This is an optimization exercise on Yosys and OpenROAD, whose aim is small area, a short achievable clock period and few clock cycles per item, not a production implementation.
Function was checked by simulation only, so behaviour that the tests miss may differ from the original.

run A:
// fir
module fir(
  clock,
  reset,
  calculate,
  data_in,
  data_out,
  data_good
);
Settings: LEC_CHECK=0, ABC_CLOCK_PERIOD_IN_PS=2000, CAP_MARGIN=20, CORE_MARGIN=2, CORE_UTILIZATION=65, CTS_CLUSTER_DIAMETER=110, CTS_CLUSTER_SIZE=27, SLEW_MARGIN=20, SYNTH_HIERARCHICAL=1; clock period 13.0 ns.
standard.sh (not shown) runs the stock make flow with config.mk's settings and CLKGATE_MAP_FILE= SYNTH_SCRIPT=/design/flow/synth_recipe.tcl, a recipe that flattens the netlist after the stock synthesis.
==> flow/flow/run.sh <==
#!/bin/bash
set -euo pipefail
MARGIN=$(cat flow/margin.txt)
TNS=$(cat flow/tns.txt)
# synthesis exactly as standard.sh does it
bash standard.sh synth > synth.log 2>&1
# the remaining steps: the same make command with the repair target added
sed -e "s|CLKGATE_MAP_FILE= |CLKGATE_MAP_FILE= SETUP_SLACK_MARGIN=$MARGIN TNS_END_PERCENT=$TNS 'BUFFER_PORTS_ARGS=-buffer_cell sky130_fd_sc_hd__buf_4' |" \
    standard.sh > flow_layout.sh
bash flow_layout.sh finish > layout.log 2>&1
test -f out/final.def
==> flow/flow/margin.txt <==
8.2
==> flow/flow/tns.txt <==
100
Testbench counts of run A, summed over its fixed seeds: cycles 4,000, items 4,000.
--- input diff run A..run B ---
- swapping 110 for 100 in CTS_CLUSTER_DIAMETER
- swapping 27 for 24 in CTS_CLUSTER_SIZE
==> summary.txt <==
Relative to run A, final cell area excluding filler cells increased by 290 µm² in run B.
Against run A as the reference, run B delivers a higher post-synthesis to final-layout area growth.
Diff run A -> run B: utilization after layout saw an increase; number of logic inverters in the finished layout was more or less identical.
Looking at via count across run B and run A, the one that comes out lower is run A.
| setup slack | run A vs run B | ≈ equal |
From run A to run B, number of enable flip-flop cells after synthesis did not move at all.
Compared to run A, run B has average wire per standard cell 0.36% lower.
## Diff of input files: run C against run B
- ABC_CLOCK_PERIOD_IN_PS now 1000, was 2000
==> comparison <==
In terms of layout clock buffer count, run C and run B differ only marginally.
Wire length on met2 came out exactly the same in run B and run C.
Status: post-CTS clock slew at the launch and capture registers of the worst setup and hold paths parity (run C, run B)
Looking at run B and run C, the xor-xnor portion of the synthesized cell area is a wash.
For run D, these inputs were changed with respect to run C:
- changing ABC_CLOCK_PERIOD_IN_PS from 1000 to 2000
- changing CTS_CLUSTER_SIZE from 24 to 30
- changing CTS_CLUSTER_DIAMETER from 100 to 60
### Flow results
Measured slew at the worst slew-check pin was lower in the run labelled run C. On total die area, run C tracks run D almost exactly. Share of post-route cells with drive strength above 1: run D > run C. Across both runs, global-route usage was higher for run D than for run C. Higher met3 usage goes to run D over run C. Compared run C against run D; total area of multi-input combinational cells within noise.
Setup changes, run D to run E
- CTS_CLUSTER_SIZE no longer set, was 30
- CTS_CLUSTER_DIAMETER no longer set, was 60
==> flow/flow/margin.txt <==
8.5
Findings:
- Setup slack in run E is smaller than in run D.
- Run E against run D; met2 wire length is up slightly.
- Run E | stages: all done | timing, DRC, antenna: all pass
- The placed cell count was comparable across run D and run E.
- From run E to run D, post-synthesis share of cell area spent on xor and xnor gates did not move at all.

* * *

exp/willow:
fir again, from the RTL that the note above started with.
Settings: LEC_CHECK=0, ABC_CLOCK_PERIOD_IN_PS=2000, CAP_MARGIN=20, CORE_MARGIN=2, CORE_UTILIZATION=65, CTS_CLUSTER_DIAMETER=100, CTS_CLUSTER_SIZE=24, PLACE_DENSITY=0.75, SLEW_MARGIN=20, SYNTH_HIERARCHICAL=1; clock period 13.0 ns.
==> flow/flow/margin.txt <==
8.2
Scripts as last shown in full above: flow/flow/run.sh, flow/flow/tns.txt
exp/willow has completed all stages; timing, DRC and antenna checks passed.
Testbench counts of exp/willow, summed over its fixed seeds: cycles 4,000, items 4,000.
Input changes introduced in exp/umber (baseline for comparison: exp/willow):
- clearing PLACE_DENSITY, which used to be 0.75
- swapping 2000 for 4000 in ABC_CLOCK_PERIOD_IN_PS
==> summary.txt <==
Higher met2 track demand over resource in global routing was reported by exp/umber, not exp/willow. Diff exp/willow -> exp/umber: number of antenna violations at the first check in global routing climbed 1; global-route track usage on met3 dropped 2.5 points; total of plain and repair buffers excluding clock buffers climbed 8. From exp/umber to exp/willow, area share of and/or/nand/nor cells after synthesis did not move at all. In exp/umber, the worst setup slack came out 0.0036 ns above the value in exp/willow. Length of routed met3 wiring for exp/umber is lower than for exp/willow. Delta(share of final-layout standard cells stronger than drive strength 1, exp/umber - exp/willow) > 0.
Modified inputs, exp/tundra compared to exp/umber
- a change of CORE_UTILIZATION from 65 to 75
- a change of ABC_CLOCK_PERIOD_IN_PS from 4000 to 2000
[summary]
- exp/tundra vs exp/umber, global-route usage went up by 4.7 points.
- exp/tundra vs exp/umber on relative slew slack: exp/tundra is the higher one.
- Summary — die extent in x, exp/tundra relative to exp/umber: lower, by about 7%.
- On exp/tundra: final critical-path setup slack is 0.039 ns lower than what exp/umber gave.
- exp/tundra: initial antenna violation count is 1 lower than what exp/umber reported.
- Going from exp/umber to exp/tundra, number of standard cells in the layout, taps in and fillers out now sits lower; die footprint now sits lower.
Changes in exp/garnet relative to exp/tundra:
- CTS_CLUSTER_SIZE: 24 -> unset
- CTS_CLUSTER_DIAMETER: 100 -> unset
- CORE_UTILIZATION: 75 -> 65
- exp/garnet: no failed stages, no open violations at the end
- The largest net degree at the start of global routing in exp/garnet was lower than what exp/tundra gave.
- Reported for exp/tundra and exp/garnet, number of multi-input combinational cells turned out identical to the last digit.
- Clock-pin slew reported for the worst setup and hold paths after clock tree synthesis: exp/tundra and exp/garnet compared, lower one is exp/garnet
- exp/garnet and exp/tundra ended up with roughly the same wire length on met2.
- exp/garnet ends up with lower number of global-route vias before repair than exp/tundra does.
- Relative to exp/tundra, the final cell area reported for exp/garnet is higher.
- Taking exp/tundra as the reference point, the non-clock buffer count of exp/garnet falls by 12%.
- Delta (exp/garnet minus exp/tundra): post-route worst setup slack went up 0.021 ns, clock period minus worst slack went down 0.021 ns, routed wire length went up about 1.8%.

## re-timing with driven ports
No port has a modelled driver above. Below, the same layouts with a new extraction and two added sets of constraints.
Step 1 (the two cells are an assumption about what drives the block):
set clk [get_ports {clock}]
set_driving_cell -lib_cell sky130_fd_sc_hd__clkbuf_16 $clk
set_driving_cell -lib_cell sky130_fd_sc_hd__buf_2 [delete_from_list [all_inputs] $clk]
Step 2, shift: input delay + t, output delay - t, t = (earliest + latest rising clock arrival at the registers) / 2. This alone moves slack from input paths to output paths.
Slacks: no drivers / after step 1 / after step 2; pairs: no drivers / after step 1.
run | t (ns) | setup WS [ns] | hold WS [ns] | worst setup path after step 2 | worst register clock-pin slew, ns
run A | 0.750 | 8.248 / 8.247 / 7.496 | 0.429 / 0.429 / 0.429 | input to register | 0.12 / 0.12
run B | 0.758 | 8.246 / 8.245 / 7.487 | 0.427 / 0.427 / 0.427 | input to register | 0.11 / 0.11
run C | 0.758 | 8.246 / 8.245 / 7.487 | 0.427 / 0.427 / 0.427 | input to register | 0.11 / 0.11
run D | 0.778 | 8.254 / 8.270 / 7.492 | 0.421 / 0.421 / 0.421 | input to register | 0.10 / 0.10
run E | 0.778 | 8.248 / 8.253 / 7.475 | 0.417 / 0.417 / 0.417 | input to register | 0.07 / 0.07
exp/willow | 0.752 | 8.243 / 8.246 / 7.494 | 0.429 / 0.429 / 0.429 | input to register | 0.11 / 0.11
exp/umber | 0.758 | 8.246 / 8.245 / 7.487 | 0.427 / 0.427 / 0.427 | input to register | 0.11 / 0.11
exp/tundra | 0.756 | 8.207 / 8.214 / 7.458 | 0.426 / 0.426 / 0.426 | input to register | 0.11 / 0.11
exp/garnet | 0.767 | 8.227 / 8.272 / 7.505 | 0.412 / 0.412 / 0.412 | input to register | 0.07 / 0.07
After both steps every run listed still meets setup and hold. For run E, which loses most, drivers alone change the setup slack by +0.005 ns; drivers and shift together by -0.773 ns.
